Background: an optimization exercise with open tools, aiming at small area. Do not read the settings as production practice. Only simulation tests tie the RTL to the original design; equivalence was not proved. No activity file was given, so power comes from the tool's default toggle rates.

// Top_basys3
module Top_basys3(
  input  logic        clk,
  input  logic        btnC,
  input  logic        btnU,
  input  logic [2:0]  sw,
  output logic [3:0]  an,
  output logic [6:0]  seg,
  output logic        dp
);
clock: 6.0 ns
lec_check: 0
abc_area: 1
cap_margin: 20
core_margin: 2
core_utilization: 40
place_density: 0.6
slew_margin: 20
run.sh (not shown) runs the stock make flow with config.mk's settings and CLKGATE_MAP_FILE= SYNTH_SCRIPT=/design/flow/synth_recipe.tcl, a recipe that flattens the netlist after the stock synthesis.
Next try:
==> flow/flow/run.sh (new file) <==
#!/bin/bash
# Own flow: the standard synthesis, then an area re-mapping of its
# combinational logic (registers untouched), then the standard layout
# with minimum-size port buffers and small clock-tree buffers.
set -euo pipefail
HERE=$PWD
RES=$HERE/orfs/results/$FLOW_PLATFORM/Top_basys3/base
LIB=$FLOW_HOME/platforms/$FLOW_PLATFORM/lib/sky130_fd_sc_hd__tt_025C_1v80.lib
YOSYS=$(command -v yosys || echo $FLOW_HOME/../tools/install/yosys/bin/yosys)

bash standard.sh $RES/1_2_yosys.v > $HERE/std_synth.log 2>&1
cp $RES/1_2_yosys.v $HERE/std_netlist.v
sed -e "s|LIBFILE|$LIB|g" -e "s|NETIN|$HERE/std_netlist.v|" -e "s|NETOUT|$HERE/reopt_netlist.v|" \
    -e "s|ABCSCRIPT|$HERE/flow/reopt.abc|" flow/reopt.ys > $HERE/reopt_run.ys
$YOSYS -s $HERE/reopt_run.ys > $HERE/reopt_yosys.log 2>&1
cp $HERE/reopt_netlist.v $RES/1_2_yosys.v
touch $RES/1_2_yosys.v $RES/1_2_yosys.sdc
bash standard.sh "BUFFER_PORTS_ARGS=-buffer_cell sky130_fd_sc_hd__buf_1" "CTS_ARGS=-buf_list sky130_fd_sc_hd__clkbuf_4 -sink_clustering_enable -sink_clustering_size 20 -sink_clustering_max_diameter 300 -dont_use_dummy_load -repair_clock_nets" finish > $HERE/std_layout.log 2>&1
==> flow/flow/reopt.abc (new file) <==
strash; balance -l; resub -K 6 -l; rewrite -l; resub -K 6 -N 2 -l; refactor -l; resub -K 8 -l; balance -l; resub -K 8 -N 2 -l; rewrite -l; resub -K 10 -l; rewrite -z -l; resub -K 10 -N 2 -l; balance -l; resub -K 12 -l; refactor -z -l; resub -K 12 -N 2 -l; rewrite -z -l; balance -l; balance -l; resub -K 6 -l; rewrite -l; resub -K 6 -N 2 -l; refactor -l; resub -K 8 -l; balance -l; resub -K 8 -N 2 -l; rewrite -l; resub -K 10 -l; rewrite -z -l; resub -K 10 -N 2 -l; balance -l; resub -K 12 -l; refactor -z -l; resub -K 12 -N 2 -l; rewrite -z -l; balance -l; dch -f; amap
==> flow/flow/reopt.ys (new file) <==
# Re-map the combinational logic of the standard synthesis for area.
# The flip-flops are kept as black boxes, so every register keeps its
# instance name and cell type.
read_liberty -ignore_miss_func LIBFILE
blackbox sky130_fd_sc_hd__dfxtp_1
read_verilog NETIN
hierarchy -top Top_basys3
flatten
opt -full
abc -liberty LIBFILE -dont_use sky130_fd_sc_hd__probe* -dont_use sky130_fd_sc_hd__lpflow* -script ABCSCRIPT
opt_clean -purge
hilomap -singleton -hicell sky130_fd_sc_hd__conb_1 HI -locell sky130_fd_sc_hd__conb_1 LO
splitnets
opt_clean -purge
hierarchy -top Top_basys3
stat -liberty LIBFILE
write_verilog -noattr -nohex -nodec NETOUT
==> flow/standard.sh (new file) <==
#!/bin/bash
# synth_recipe.tcl (not shown) runs the flow's synth.tcl, then flattens the netlist and writes it again
# the make line also repeats each setting of config.mk as NAME=value (left out here)
make -C /OpenROAD-flow-scripts/flow DESIGN_CONFIG=/design/flow/config.mk WORK_HOME=/design/flow/orfs CLKGATE_MAP_FILE= SYNTH_SCRIPT=/design/flow/synth_recipe.tcl "${@:-finish}"
- ABC_AREA: 1 -> default
- CTS_BUF_LIST: default -> sky130_fd_sc_hd__clkbuf_4
removed: flow/run.sh
Clock-buffer cell count went down by 1. Power went down by 35%. Clock power went down by 58%. Worst setup slack gets worse by 580 ps. Sequential share of layout area went up by 13 points. Global-route usage went up by 0.38 points. Utilization went down by 4.0 points.
Next try:
==> flow/run.sh (new file) <==
#!/bin/bash
# synth_recipe.tcl (not shown) runs the flow's synth.tcl, then flattens the netlist and writes it again
# the make line also repeats each setting of config.mk as NAME=value (left out here)
make -C /OpenROAD-flow-scripts/flow DESIGN_CONFIG=/design/flow/config.mk WORK_HOME=/design/flow/orfs CLKGATE_MAP_FILE= SYNTH_SCRIPT=/design/flow/synth_recipe.tcl finish
- CTS_BUF_LIST: sky130_fd_sc_hd__clkbuf_4 -> default
removed: flow/flow/run.sh
removed: flow/flow/reopt.abc
removed: flow/flow/reopt.ys
removed: flow/standard.sh
Outcome:
- routed wire length came out higher by 30%
- clock-buffer cell count grows by 2
- combinational power came out higher by 130%
- cell count climbs by 12%
- clock skew is about the same
- global-route usage shrinks by 0.48 points
- worst setup slack improves by 49 ps
- via count is higher by 15%
- synthesized area rises by 31%
Next try:
==> flow/flow/run.sh (new file) <==
#!/bin/bash
# Own flow: the standard synthesis, then an area re-mapping of its
# combinational logic (registers untouched), then the standard layout
# with minimum-size port buffers and small clock-tree buffers.
set -euo pipefail
HERE=$PWD
RES=$HERE/orfs/results/$FLOW_PLATFORM/Top_basys3/base
LIB=$FLOW_HOME/platforms/$FLOW_PLATFORM/lib/sky130_fd_sc_hd__tt_025C_1v80.lib
YOSYS=$(command -v yosys || echo $FLOW_HOME/../tools/install/yosys/bin/yosys)

bash standard.sh $RES/1_2_yosys.v > $HERE/std_synth.log 2>&1
cp $RES/1_2_yosys.v $HERE/std_netlist.v
sed -e "s|LIBFILE|$LIB|g" -e "s|NETIN|$HERE/std_netlist.v|" -e "s|NETOUT|$HERE/reopt_netlist.v|" \
    -e "s|ABCSCRIPT|$HERE/flow/reopt.abc|" flow/reopt.ys > $HERE/reopt_run.ys
$YOSYS -s $HERE/reopt_run.ys > $HERE/reopt_yosys.log 2>&1
cp $HERE/reopt_netlist.v $RES/1_2_yosys.v
touch $RES/1_2_yosys.v $RES/1_2_yosys.sdc
bash standard.sh "BUFFER_PORTS_ARGS=-buffer_cell sky130_fd_sc_hd__buf_1" finish > $HERE/std_layout.log 2>&1
==> flow/flow/reopt.abc (new file) <==
strash; balance -l; resub -K 6 -l; rewrite -l; resub -K 6 -N 2 -l; refactor -l; resub -K 8 -l; balance -l; resub -K 8 -N 2 -l; rewrite -l; resub -K 10 -l; rewrite -z -l; resub -K 10 -N 2 -l; balance -l; resub -K 12 -l; refactor -z -l; resub -K 12 -N 2 -l; rewrite -z -l; balance -l; balance -l; resub -K 6 -l; rewrite -l; resub -K 6 -N 2 -l; refactor -l; resub -K 8 -l; balance -l; resub -K 8 -N 2 -l; rewrite -l; resub -K 10 -l; rewrite -z -l; resub -K 10 -N 2 -l; balance -l; resub -K 12 -l; refactor -z -l; resub -K 12 -N 2 -l; rewrite -z -l; balance -l; dch -f; amap
==> flow/flow/reopt.ys (new file) <==
# Re-map the combinational logic of the standard synthesis for area.
# The flip-flops are kept as black boxes, so every register keeps its
# instance name and cell type.
read_liberty -ignore_miss_func LIBFILE
blackbox sky130_fd_sc_hd__dfxtp_1
read_verilog NETIN
hierarchy -top Top_basys3
flatten
opt -full
abc -liberty LIBFILE -dont_use sky130_fd_sc_hd__probe* -dont_use sky130_fd_sc_hd__lpflow* -script ABCSCRIPT
opt_clean -purge
hilomap -singleton -hicell sky130_fd_sc_hd__conb_1 HI -locell sky130_fd_sc_hd__conb_1 LO
splitnets
opt_clean -purge
hierarchy -top Top_basys3
stat -liberty LIBFILE
write_verilog -noattr -nohex -nodec NETOUT
==> flow/standard.sh (new file) <==
#!/bin/bash
# synth_recipe.tcl (not shown) runs the flow's synth.tcl, then flattens the netlist and writes it again
# the make line also repeats each setting of config.mk as NAME=value (left out here)
make -C /OpenROAD-flow-scripts/flow DESIGN_CONFIG=/design/flow/config.mk WORK_HOME=/design/flow/orfs CLKGATE_MAP_FILE= SYNTH_SCRIPT=/design/flow/synth_recipe.tcl "${@:-finish}"
- CTS_BUF_LIST: default -> sky130_fd_sc_hd__clkbuf_4
removed: flow/run.sh
Effect:
- The new run went through all stages and came out clean
- cell area goes down by a quarter to a third
- synthesized cell count goes down by roughly a tenth
- setup slack gets worse by 11 ps
- combinational power goes down by well over a third
- routed wire length goes down by a quarter to a third
- total power goes down by a quarter to a third
- area after synthesis goes down by a quarter to a third
- count of clock-buffer cells in the layout stays the same
- critical path depth goes up by 8
- worst hold slack gets better by 5.7 ps
- clock skew goes down by 4.8 ps
Next try:
==> flow/flow/run.sh (replaced) <==
#!/bin/bash
cp standard.sh synth_recipe.tcl config.mk out/ 2>/dev/null
bash standard.sh > standard.log 2>&1
removed: flow/flow/reopt.abc
removed: flow/flow/reopt.ys
What happened: Clock power is about the same. Utilization is higher by 0.69 points. Critical path depth is lower by 8. Count of clock-buffer cells in the layout is lower by 1. Design area is higher by 31%. Worst setup slack is better by 12 ps. Power is higher by 28%. Wire length is higher by 30%.
Next try:
==> flow/flow/run.sh (replaced) <==
#!/bin/bash
# Own flow: the standard synthesis, then an area re-mapping of its
# combinational logic (registers untouched), then the standard layout
# with minimum-size port buffers and small clock-tree buffers.
set -euo pipefail
HERE=$PWD
RES=$HERE/orfs/results/$FLOW_PLATFORM/Top_basys3/base
LIB=$FLOW_HOME/platforms/$FLOW_PLATFORM/lib/sky130_fd_sc_hd__tt_025C_1v80.lib
YOSYS=$(command -v yosys || echo $FLOW_HOME/../tools/install/yosys/bin/yosys)

bash standard.sh $RES/1_2_yosys.v > $HERE/std_synth.log 2>&1
cp $RES/1_2_yosys.v $HERE/std_netlist.v
sed -e "s|LIBFILE|$LIB|g" -e "s|NETIN|$HERE/std_netlist.v|" -e "s|NETOUT|$HERE/reopt_netlist.v|" \
    -e "s|ABCSCRIPT|$HERE/flow/reopt.abc|" flow/reopt.ys > $HERE/reopt_run.ys
$YOSYS -s $HERE/reopt_run.ys > $HERE/reopt_yosys.log 2>&1
cp $HERE/reopt_netlist.v $RES/1_2_yosys.v
touch $RES/1_2_yosys.v $RES/1_2_yosys.sdc
bash standard.sh "BUFFER_PORTS_ARGS=-buffer_cell sky130_fd_sc_hd__buf_1" "CTS_ARGS=-buf_list sky130_fd_sc_hd__clkbuf_8 -root_buf sky130_fd_sc_hd__clkbuf_8 -sink_clustering_enable -sink_clustering_size 40 -sink_clustering_max_diameter 300 -dont_use_dummy_load -repair_clock_nets" finish > $HERE/std_layout.log 2>&1
==> flow/flow/reopt.abc (new file) <==
strash; balance -l; resub -K 6 -l; rewrite -l; resub -K 6 -N 2 -l; refactor -l; resub -K 8 -l; balance -l; resub -K 8 -N 2 -l; rewrite -l; resub -K 10 -l; rewrite -z -l; resub -K 10 -N 2 -l; balance -l; resub -K 12 -l; refactor -z -l; resub -K 12 -N 2 -l; rewrite -z -l; balance -l; balance -l; resub -K 6 -l; rewrite -l; resub -K 6 -N 2 -l; refactor -l; resub -K 8 -l; balance -l; resub -K 8 -N 2 -l; rewrite -l; resub -K 10 -l; rewrite -z -l; resub -K 10 -N 2 -l; balance -l; resub -K 12 -l; refactor -z -l; resub -K 12 -N 2 -l; rewrite -z -l; balance -l; dch -f; amap
==> flow/flow/reopt.ys (new file) <==
# Re-map the combinational logic of the standard synthesis for area.
# The flip-flops are kept as black boxes, so every register keeps its
# instance name and cell type.
read_liberty -ignore_miss_func LIBFILE
blackbox sky130_fd_sc_hd__dfxtp_1
read_verilog NETIN
hierarchy -top Top_basys3
flatten
opt -full
abc -liberty LIBFILE -dont_use sky130_fd_sc_hd__probe* -dont_use sky130_fd_sc_hd__lpflow* -script ABCSCRIPT
opt_clean -purge
hilomap -singleton -hicell sky130_fd_sc_hd__conb_1 HI -locell sky130_fd_sc_hd__conb_1 LO
splitnets
opt_clean -purge
hierarchy -top Top_basys3
stat -liberty LIBFILE
write_verilog -noattr -nohex -nodec NETOUT
Sequential share of layout area went up by 9.7 points; routed wire length went down by 21%; worst setup slack gets better by 48 ps; power went down by 18%; die area went down by 22%; first-iteration DRC count went up by 26%; non-clock buffer count went down by 1; utilization went down by 0.28 points; clock skew went down by 12 ps; register-to-register slack gets worse by 90 ps.

==> re-timing with driven ports <==
In the flow no input, the clock included, has a driving cell. The finished layouts below were timed again as built, in two steps. Step 1 sets driving cells, clkbuf_16 on the clock port and buf_2 on the other inputs (assumed; they add their load-dependent delay and slew). Step 2, shift: input delay + t, output delay - t, t = (earliest + latest rising clock arrival at the registers) / 2. This alone moves slack from input paths to output paths. Slacks: no drivers / after step 1 / after step 2; pairs: no drivers / after step 1.
run	t, ns	setup slack, ns	worst data-port slew with drivers (ns)
the first run	0.313	1.308 / 1.284 / 1.284	0.03
the second run	0.346	0.729 / 0.706 / 1.011	0.03
the third run	0.309	0.778 / 0.756 / 0.756	0.03
the fourth run	0.352	0.767 / 0.744 / 1.011	0.03
the fifth run	0.362	0.779 / 0.757 / 0.757	0.03
the sixth run	0.301	0.827 / 0.802 / 1.011	0.03
After both steps every run listed still meets setup and hold. The setup slack of the first run, which loses most, moves by -0.024 ns with the drivers and by -0.024 ns with both steps.
